From an optimization exercise on the open Yosys and OpenROAD flow, aimed at small area, a short achievable clock period and few clock cycles; shortcuts taken in it are not production practice.
RTL that was checked went through simulation tests only; none was proved equivalent to the original.
The clock port is modelled as an ideal driver; clocking choices that lean on that would not hold on a real chip.
Power and IR drop assume default switching activity.

==> flow/design.v <==
module day1_2 (
    input  logic clk,
    input  logic rst,
    input  logic tvalid_rx,
    output logic tready_rx,
    input  logic [7:0] tdata_rx,
    input  logic tlast_rx,
    output logic tvalid_tx,
    input  logic tready_tx,
    output logic [31:0] tdata_tx,
    output logic tlast_tx
);
  logic       tv;           
  logic       tl;           
  logic       tn;           
  logic [4:0] td;           
  logic       rst_q;
  always_ff @(posedge clk) begin
    rst_q <= rst;
    tv <= tvalid_rx & ~rst;
    tl <= tlast_rx;
    tn <= ~tdata_rx[6];
    td <= tdata_rx[4:0];
  end
  logic [4:0] st;           
  logic [4:0] ns;
  logic       wf;           
  logic [3:0] wd;           
  wire l_e = (td == 5'd5);
  wire l_f = (td == 5'd6);
  wire l_g = (td == 5'd7);
  wire l_h = (td == 5'd8);
  wire l_i = (td == 5'd9);
  wire l_n = (td == 5'd14);
  wire l_o = (td == 5'd15);
  wire l_r = (td == 5'd18);
  wire l_s = (td == 5'd19);
  wire l_t = (td == 5'd20);
  wire l_u = (td == 5'd21);
  wire l_v = (td == 5'd22);
  wire l_w = (td == 5'd23);
  wire l_x = (td == 5'd24);
  wire l_z = (td == 5'd26);
  wire s_root = (st == 5'd0);
  wire s_e = (st == 5'd10);
  wire s_f = (st == 5'd11);
  wire s_n = (st == 5'd8);
  wire s_o = (st == 5'd3);
  wire s_s = (st == 5'd29);
  wire s_t = (st == 5'd9);
  wire s_z = (st == 5'd14);
  wire s_ei = (st == 5'd12);
  wire s_fi = (st == 5'd31);
  wire s_fo = (st == 5'd19);
  wire s_ni = (st == 5'd28);
  wire s_on = (st == 5'd1);
  wire s_se = (st == 5'd15);
  wire s_si = (st == 5'd7);
  wire s_th = (st == 5'd6);
  wire s_tw = (st == 5'd22);
  wire s_ze = (st == 5'd24);
  wire s_eig = (st == 5'd23);
  wire s_fiv = (st == 5'd4);
  wire s_fou = (st == 5'd20);
  wire s_nin = (st == 5'd2);
  wire s_sev = (st == 5'd16);
  wire s_thr = (st == 5'd21);
  wire s_zer = (st == 5'd13);
  wire s_eigh = (st == 5'd5);
  wire s_seve = (st == 5'd27);
  wire s_thre = (st == 5'd30);
  assign ns[0] = (l_e & (s_s | s_sev)) | l_f | (l_g & (s_ei)) | (l_h & (s_eig)) | (l_i & (s_f | s_s)) | (l_n & (s_o | s_fo)) | l_o | (l_r & (s_th | s_ze)) | l_s | l_t;
  assign ns[1] = (l_e & (s_root | s_e | s_f | s_n | s_o | s_s | s_t | s_ei | s_fi | s_fo | s_ni | s_on | s_se | s_si | s_th | s_tw | s_ze | s_eig | s_fiv | s_fou | s_nin | s_sev | s_thr | s_zer | s_eigh | s_seve | s_thre)) | l_f | (l_g & (s_ei)) | (l_h & (s_t)) | (l_i & (s_f | s_s)) | (l_n & (s_ni)) | l_o | (l_w & (s_t)) | l_z;
  assign ns[2] = (l_e & (s_s | s_thr)) | (l_g & (s_ei)) | (l_h & (s_t | s_eig)) | (l_i & (s_e | s_f | s_n | s_s | s_on | s_se | s_ze | s_nin | s_seve | s_thre)) | (l_r & (s_th | s_ze)) | l_s | (l_u & (s_fo)) | (l_v & (s_fi)) | (l_w & (s_t)) | l_z;
  assign ns[3] = l_e | l_f | (l_i & (s_e | s_f | s_n | s_on | s_se | s_ze | s_nin | s_seve | s_thre)) | (l_n & (s_root | s_e | s_f | s_n | s_s | s_t | s_z | s_ei | s_fi | s_on | s_se | s_si | s_th | s_tw | s_ze | s_eig | s_fiv | s_fou | s_nin | s_sev | s_thr | s_zer | s_eigh | s_seve | s_thre)) | (l_r & (s_ze)) | l_s | l_t | l_z;
  assign ns[4] = (l_e & (s_z | s_sev | s_thr)) | (l_g & (s_ei)) | (l_i & (s_f | s_n | s_on | s_nin)) | (l_o & (s_f)) | (l_r & (s_th)) | l_s | (l_u & (s_fo)) | (l_v & (s_se)) | (l_w & (s_t));
  assign wf = (l_e & (s_on | s_fiv | s_nin | s_thre)) | (l_n & (s_seve)) | (l_o & (s_tw | s_zer)) | (l_r & (s_fou)) | (l_t & (s_eigh)) | (l_x & (s_si));
  assign wd[0] = (l_e & (s_on | s_fiv | s_nin | s_thre)) | (l_n & (s_seve));
  assign wd[1] = (l_e & (s_thre)) | (l_n & (s_seve)) | (l_o & (s_tw)) | (l_x & (s_si));
  assign wd[2] = (l_e & (s_fiv)) | (l_n & (s_seve)) | (l_r & (s_fou)) | (l_x & (s_si));
  assign wd[3] = (l_e & (s_nin)) | (l_t & (s_eigh));
  logic [3:0] first_dig, last_dig;
  logic       mac;          
  logic [6:0] acc_lo;
  logic       cy;           
  logic [16:0] acc_hi;
  logic       done;
  wire found = tn | wf;
  wire [3:0] dig = tn ? td[3:0] : wd;
  wire [6:0] val = {first_dig, 3'b000} + {2'b00, first_dig, 1'b0} + {3'b000, last_dig};
  wire fresh = mac | (first_dig == 4'hF);
  always_ff @(posedge clk) begin
    if (rst_q) first_dig <= 4'hF;
    else if (tv && found && fresh) first_dig <= dig;
    else if (mac) first_dig <= 4'hF;
  end
  always_ff @(posedge clk) begin
    if (tv && found) last_dig <= dig;
  end
  always_ff @(posedge clk) begin
    if (rst_q) begin
      st     <= '0;
      mac    <= 1'b0;
      acc_lo <= '0;
      cy     <= 1'b0;
      acc_hi <= '0;
    end else begin
      if (tv) begin
        st   <= (tl || tn) ? 5'd0 : ns;
      end
      mac <= tv & tl;
      {cy, acc_lo} <= {1'b0, acc_lo} + (mac ? {1'b0, val} : 8'd0);
      acc_hi <= acc_hi + {16'd0, cy};
    end
  end
  always_ff @(posedge clk) begin
    done <= ~rst & tready_tx & ~tv & ~mac & ~cy;
  end
  assign tready_rx = 1'b1;
  assign tvalid_tx = done;
  assign tlast_tx  = done;
  assign tdata_tx  = {8'd0, acc_hi, acc_lo};
endmodule
clock: 10.0 ns
lec_check: 0
cap_margin: 20
core_margin: 2
core_utilization: 40
slew_margin: 20
standard.sh (not shown) runs the stock make flow with config.mk's settings and CLKGATE_MAP_FILE= SYNTH_SCRIPT=/design/flow/synth_recipe.tcl, a recipe that flattens the netlist after the stock synthesis.
==> flow/flow/run.sh <==
#!/bin/bash
# Layout flow: the standard synthesis, then its combinational logic re-optimised for area
# with ABC (registers, their names and cell types kept), then the standard layout with
# small port buffers, a two-buffer clock tree (flow/clk2.tcl, run before CTS) and a
# tighter setup target for repair_timing.
set -euo pipefail
R=orfs/results/$FLOW_PLATFORM/day1_2/base
bash standard.sh synth > synth.log 2>&1
cp $R/1_2_yosys.v $R/1_2_yosys.std.v
LIB=$FLOW_HOME/platforms/$FLOW_PLATFORM/lib/sky130_fd_sc_hd__tt_025C_1v80.lib \
IN=$R/1_2_yosys.std.v OUT=$R/1_2_yosys.v yosys -c flow/resyn.tcl > resyn.log 2>&1
rm -f $R/1_synth.odb $R/1_synth.sdc
bash standard.sh BUFFER_PORTS_ARGS="-buffer_cell sky130_fd_sc_hd__buf_1" SETUP_SLACK_MARGIN=7.2 \
  PRE_CTS_TCL=$PWD/flow/clk2.tcl \
  CTS_ARGS="-sink_clustering_enable -repair_clock_nets -dont_use_dummy_load" finish > standard.log 2>&1
Other scripts of this flow, unchanged in this note and not shown: flow/flow/area.abc, flow/flow/clk2.tcl, flow/flow/resyn.tcl
Testbench counts at the start, summed over its fixed seeds: cycles 33,504.
Then changed:
--- a/flow/design.v
+++ b/flow/design.v
@@ -76,48 +76,49 @@
   assign ns[4] = (l_e & (s_z | s_sev | s_thr)) | (l_g & (s_ei)) | (l_i & (s_f | s_n | s_on | s_nin)) | (l_o & (s_f)) | (l_r & (s_th)) | l_s | (l_u & (s_fo)) | (l_v & (s_se)) | (l_w & (s_t));
   assign wf = (l_e & (s_on | s_fiv | s_nin | s_thre)) | (l_n & (s_seve)) | (l_o & (s_tw | s_zer)) | (l_r & (s_fou)) | (l_t & (s_eigh)) | (l_x & (s_si));
   assign wd[0] = (l_e & (s_on | s_fiv | s_nin | s_thre)) | (l_n & (s_seve));
   assign wd[1] = (l_e & (s_thre)) | (l_n & (s_seve)) | (l_o & (s_tw)) | (l_x & (s_si));
   assign wd[2] = (l_e & (s_fiv)) | (l_n & (s_seve)) | (l_r & (s_fou)) | (l_x & (s_si));
   assign wd[3] = (l_e & (s_nin)) | (l_t & (s_eigh));
-  logic [3:0] first_dig, last_dig;
+  logic [3:0] last_dig;     
+  logic       add10;        
   logic       mac;          
   logic [6:0] acc_lo;
   logic       cy;           
   logic [16:0] acc_hi;
   logic       done;
   wire found = tn | wf;
   wire [3:0] dig = tn ? td[3:0] : wd;
-  wire [6:0] val = {first_dig, 3'b000} + {2'b00, first_dig, 1'b0} + {3'b000, last_dig};
-  wire fresh = mac | (first_dig == 4'hF);
+  wire [6:0] ten = {last_dig, 3'b000} + {2'b00, last_dig, 1'b0};
+  wire [6:0] val = ({7{add10}} & ten) + ({7{mac}} & {3'b000, last_dig});
+  wire fresh = mac | (last_dig == 4'hF);
   always_ff @(posedge clk) begin
-    if (rst_q) first_dig <= 4'hF;
-    else if (tv && found && fresh) first_dig <= dig;
-    else if (mac) first_dig <= 4'hF;
-  end
-  always_ff @(posedge clk) begin
-    if (tv && found) last_dig <= dig;
+    if (rst_q) last_dig <= 4'hF;
+    else if (tv && found) last_dig <= dig;
+    else if (mac) last_dig <= 4'hF;
   end
   always_ff @(posedge clk) begin
     if (rst_q) begin
       st     <= '0;
       mac    <= 1'b0;
+      add10  <= 1'b0;
       acc_lo <= '0;
       cy     <= 1'b0;
       acc_hi <= '0;
     end else begin
       if (tv) begin
         st   <= (tl || tn) ? 5'd0 : ns;
       end
       mac <= tv & tl;
-      {cy, acc_lo} <= {1'b0, acc_lo} + (mac ? {1'b0, val} : 8'd0);
+      add10 <= tv & found & fresh;
+      {cy, acc_lo} <= {1'b0, acc_lo} + {1'b0, val};
       acc_hi <= acc_hi + {16'd0, cy};
     end
   end
   always_ff @(posedge clk) begin
-    done <= ~rst & tready_tx & ~tv & ~mac & ~cy;
+    done <= ~rst & tready_tx & ~tv & ~mac & ~add10 & ~cy;
   end
   assign tready_rx = 1'b1;
   assign tvalid_tx = done;
   assign tlast_tx  = done;
   assign tdata_tx  = {8'd0, acc_hi, acc_lo};
 endmodule
Total power decreases by about 7%.
Routed wire length decreases by about 3.4%.
Clock skew hardly moves.
Final area decreases by about 3%.
Utilization increases by 1.7 points.
Cell count decreases by about 1.1%.
Testbench counts after the change, summed over its fixed seeds: cycles 33,500.

## raven
RTL: the design.v shown in full above, as it stands there.
export LEC_CHECK = 0
export CAP_MARGIN = 20
export CORE_MARGIN = 2
export CORE_UTILIZATION = 40
export SLEW_MARGIN = 20
create_clock -name core_clock -period 10.0 [get_ports {clk}]
==> flow/flow/run.sh <==
#!/bin/bash
# Layout flow: the standard synthesis, then its combinational logic re-optimised for area
# with ABC (deepsyn, then mapping at a 1.8 ns target; registers, their names and cell types
# kept), then the standard layout with
# small port buffers, a two-buffer clock tree (flow/clk2.tcl, run before CTS) and a
# tighter setup target for repair_timing.
set -euo pipefail
R=orfs/results/$FLOW_PLATFORM/day1_2/base
bash standard.sh synth > synth.log 2>&1
cp $R/1_2_yosys.v $R/1_2_yosys.std.v
LIB=$FLOW_HOME/platforms/$FLOW_PLATFORM/lib/sky130_fd_sc_hd__tt_025C_1v80.lib \
IN=$R/1_2_yosys.std.v OUT=$R/1_2_yosys.v yosys -c flow/resyn.tcl > resyn.log 2>&1
rm -f $R/1_synth.odb $R/1_synth.sdc
bash standard.sh BUFFER_PORTS_ARGS="-buffer_cell sky130_fd_sc_hd__buf_1" SETUP_SLACK_MARGIN=7.2 \
  PRE_CTS_TCL=$PWD/flow/clk2.tcl \
  CTS_ARGS="-sink_clustering_enable -repair_clock_nets -dont_use_dummy_load" finish > standard.log 2>&1
Other scripts of this flow, unchanged in this note and not shown: flow/flow/area.abc, flow/flow/clk2.tcl, flow/flow/resyn.tcl
Per the final summary, raven finished and its layout is clean on timing, DRC and antenna.
Testbench counts of raven, summed over its fixed seeds: cycles 33,504.
Input changes introduced in juniper (baseline for comparison: raven):
--- a/flow/design.v
+++ b/flow/design.v
@@ -78,44 +78,45 @@
   assign wd[0] = (l_e & (s_on | s_fiv | s_nin | s_thre)) | (l_n & (s_seve));
   assign wd[1] = (l_e & (s_thre)) | (l_n & (s_seve)) | (l_o & (s_tw)) | (l_x & (s_si));
   assign wd[2] = (l_e & (s_fiv)) | (l_n & (s_seve)) | (l_r & (s_fou)) | (l_x & (s_si));
   assign wd[3] = (l_e & (s_nin)) | (l_t & (s_eigh));
-  logic [3:0] first_dig, last_dig;
+  logic [3:0] last_dig;     
+  logic       add10;        
   logic       mac;          
   logic [6:0] acc_lo;
   logic       cy;           
   logic [16:0] acc_hi;
   logic       done;
   wire found = tn | wf;
   wire [3:0] dig = tn ? td[3:0] : wd;
-  wire [6:0] val = {first_dig, 3'b000} + {2'b00, first_dig, 1'b0} + {3'b000, last_dig};
-  wire fresh = mac | (first_dig == 4'hF);
+  wire [6:0] ten = {last_dig, 3'b000} + {2'b00, last_dig, 1'b0};
+  wire [6:0] val = ({7{add10}} & ten) + ({7{mac}} & {3'b000, last_dig});
+  wire fresh = mac | (last_dig == 4'hF);
   always_ff @(posedge clk) begin
-    if (rst_q) first_dig <= 4'hF;
-    else if (tv && found && fresh) first_dig <= dig;
-    else if (mac) first_dig <= 4'hF;
-  end
-  always_ff @(posedge clk) begin
-    if (tv && found) last_dig <= dig;
+    if (rst_q) last_dig <= 4'hF;
+    else if (tv && found) last_dig <= dig;
+    else if (mac) last_dig <= 4'hF;
   end
   always_ff @(posedge clk) begin
     if (rst_q) begin
       st     <= '0;
       mac    <= 1'b0;
+      add10  <= 1'b0;
       acc_lo <= '0;
       cy     <= 1'b0;
       acc_hi <= '0;
     end else begin
       if (tv) begin
         st   <= (tl || tn) ? 5'd0 : ns;
       end
       mac <= tv & tl;
-      {cy, acc_lo} <= {1'b0, acc_lo} + (mac ? {1'b0, val} : 8'd0);
+      add10 <= tv & found & fresh;
+      {cy, acc_lo} <= {1'b0, acc_lo} + {1'b0, val};
       acc_hi <= acc_hi + {16'd0, cy};
     end
   end
   always_ff @(posedge clk) begin
-    done <= ~rst & tready_tx & ~tv & ~mac & ~cy;
+    done <= ~rst & tready_tx & ~tv & ~mac & ~add10 & ~cy;
   end
   assign tready_rx = 1'b1;
   assign tvalid_tx = done;
   assign tlast_tx  = done;
Results
Changes observed in juniper relative to raven: total core area has decreased, area growth from synthesis to layout higher, setup skew after layout barely changed, sequential share of layout area fell 2.3 points.
Compared with raven, juniper shows number of global-route vias before repair that has gone down by a few percent.
~same ratio of final minimum period to clock period in juniper and raven
Looking at start point of the critical path, the acc_lo[3] result is from juniper; the acc_hi[0] one comes from raven.
From raven to juniper the numbers moved as follows: amount of wire on met2 after detailed routing shows a reduction of about 7%, via density per instance lower, effective utilization at floorplan up 0.38 points, minimum period implied by the final worst setup slack grew by 13 ps, number of placed I/O pins shows no meaningful change.
Testbench counts of juniper, summed over its fixed seeds: cycles 33,500.

Setup of v6:
RTL: the design.v shown in full above, as it stands there.
export LEC_CHECK = 0
export CAP_MARGIN = 20
export CORE_MARGIN = 2
export CORE_UTILIZATION = 40
export SLEW_MARGIN = 20
create_clock -name core_clock -period 10.0 [get_ports {clk}]
==> flow/flow/run.sh <==
#!/bin/bash
# Layout flow: the standard synthesis, then its combinational logic re-optimised for area
# with ABC (registers, their names and cell types kept), then the standard layout with
# small port buffers, a two-buffer clock tree (flow/clk2.tcl, run before CTS) and a
# tighter setup target for repair_timing.
set -euo pipefail
R=orfs/results/$FLOW_PLATFORM/day1_2/base
bash standard.sh synth > synth.log 2>&1
cp $R/1_2_yosys.v $R/1_2_yosys.std.v
LIB=$FLOW_HOME/platforms/$FLOW_PLATFORM/lib/sky130_fd_sc_hd__tt_025C_1v80.lib \
IN=$R/1_2_yosys.std.v OUT=$R/1_2_yosys.v yosys -c flow/resyn.tcl > resyn.log 2>&1
rm -f $R/1_synth.odb $R/1_synth.sdc
bash standard.sh BUFFER_PORTS_ARGS="-buffer_cell sky130_fd_sc_hd__buf_1" SETUP_SLACK_7.2=MARGIN \
  PRE_CTS_TCL=$PWD/flow/clk2.tcl \
  CTS_ARGS="-sink_clustering_enable -repair_clock_nets -dont_use_dummy_load" finish > standard.log 2>&1
Other scripts of this flow, unchanged in this note and not shown: flow/flow/area.abc, flow/flow/clk2.tcl, flow/flow/resyn.tcl
Testbench counts of v6, summed over its fixed seeds: cycles 33,504.
Modified inputs, v7 compared to v6
--- a/flow/design.v
+++ b/flow/design.v
@@ -14,9 +14,7 @@
   logic       tl;           
   logic       tn;           
   logic [4:0] td;           
-  logic       rst_q;
   always_ff @(posedge clk) begin
-    rst_q <= rst;
     tv <= tvalid_rx & ~rst;
     tl <= tlast_rx;
     tn <= ~tdata_rx[6];
@@ -90,7 +88,7 @@
   wire [6:0] val = {first_dig, 3'b000} + {2'b00, first_dig, 1'b0} + {3'b000, last_dig};
   wire fresh = mac | (first_dig == 4'hF);
   always_ff @(posedge clk) begin
-    if (rst_q) first_dig <= 4'hF;
+    if (rst) first_dig <= 4'hF;
     else if (tv && found && fresh) first_dig <= dig;
     else if (mac) first_dig <= 4'hF;
   end
@@ -98,23 +96,20 @@
     if (tv && found) last_dig <= dig;
   end
   always_ff @(posedge clk) begin
-    if (rst_q) begin
+    if (rst) begin
       st     <= '0;
       mac    <= 1'b0;
       acc_lo <= '0;
       cy     <= 1'b0;
       acc_hi <= '0;
+      done   <= 1'b0;
     end else begin
-      if (tv) begin
-        st   <= (tl || tn) ? 5'd0 : ns;
-      end
+      if (tv) st <= (tl || tn) ? 5'd0 : ns;
       mac <= tv & tl;
       {cy, acc_lo} <= {1'b0, acc_lo} + (mac ? {1'b0, val} : 8'd0);
       acc_hi <= acc_hi + {16'd0, cy};
+      done <= tready_tx & ~tv & ~mac & ~cy;
     end
-  end
-  always_ff @(posedge clk) begin
-    done <= ~rst & tready_tx & ~tv & ~mac & ~cy;
   end
   assign tready_rx = 1'b1;
   assign tvalid_tx = done;
### Flow results
- Post-route worst setup slack: v7 < v6
- Between v7 and v6, the difference in initial cell density of the core is negligible.
- Going from v6 to v7, post-synthesis instance total grew slightly.
- v7 -> v6: design area flat
- Tightest slew margin relative to the limit: v7 better than v6
- For the maximum cell stage delay along the critical path, v7 came in 0.02 ns higher than v6 did.
- Cmp v7 and v6 / number of signal-net inverters in the final layout / lower: v6
- Sort v7 and v6 by HPWL reported at the end of detailed placement, descending, and v6 comes first.
- Clock share of power: v7 vs v6 down 0.5 points
- From v6 to v7 the numbers moved as follows: global-route usage went up 0.33 points, power density over the cells fell by 1.8%.
Only the layout flow was run in v7; the RTL was not checked for function there.

re-timing with driven ports:
The results above use ideal ports. As a check the final layouts listed here were re-extracted and re-timed, cells and wires unchanged.
Step 1 sets driving cells, clkbuf_16 on the clock port and buf_2 on the other inputs (assumed; they add their load-dependent delay and slew).
Step 2 times the ports against the registers' clock, not the clock port: input delays grow and output delays shrink by t, the midpoint of the rising clock arrivals with the driver on.
Slacks: ideal ports / drivers / drivers and shift; pairs: ideal ports / drivers.
run	t (ns)	setup WS [ns]	hold WS [ns]	worst setup path after step 2
the first run of note 1	0.207	7.271 / 7.220 / 7.379	0.428 / 0.428 / 0.428	register to register
the second run of note 1	0.200	7.258 / 7.209 / 7.409	0.436 / 0.436 / 0.436	register to output
raven	0.207	7.271 / 7.220 / 7.379	0.428 / 0.428 / 0.428	register to register
juniper	0.200	7.258 / 7.209 / 7.409	0.436 / 0.436 / 0.436	register to output
v6	0.201	6.912 / 6.912 / 6.912	0.473 / 0.473 / 0.473	register to register
v7	0.205	6.678 / 6.678 / 6.523	0.469 / 0.469 / 0.469	input to register
After both steps every run listed still meets setup and hold. The setup slack of v7, which loses most, moves by 0.000 ns with the drivers and by -0.155 ns with both steps.
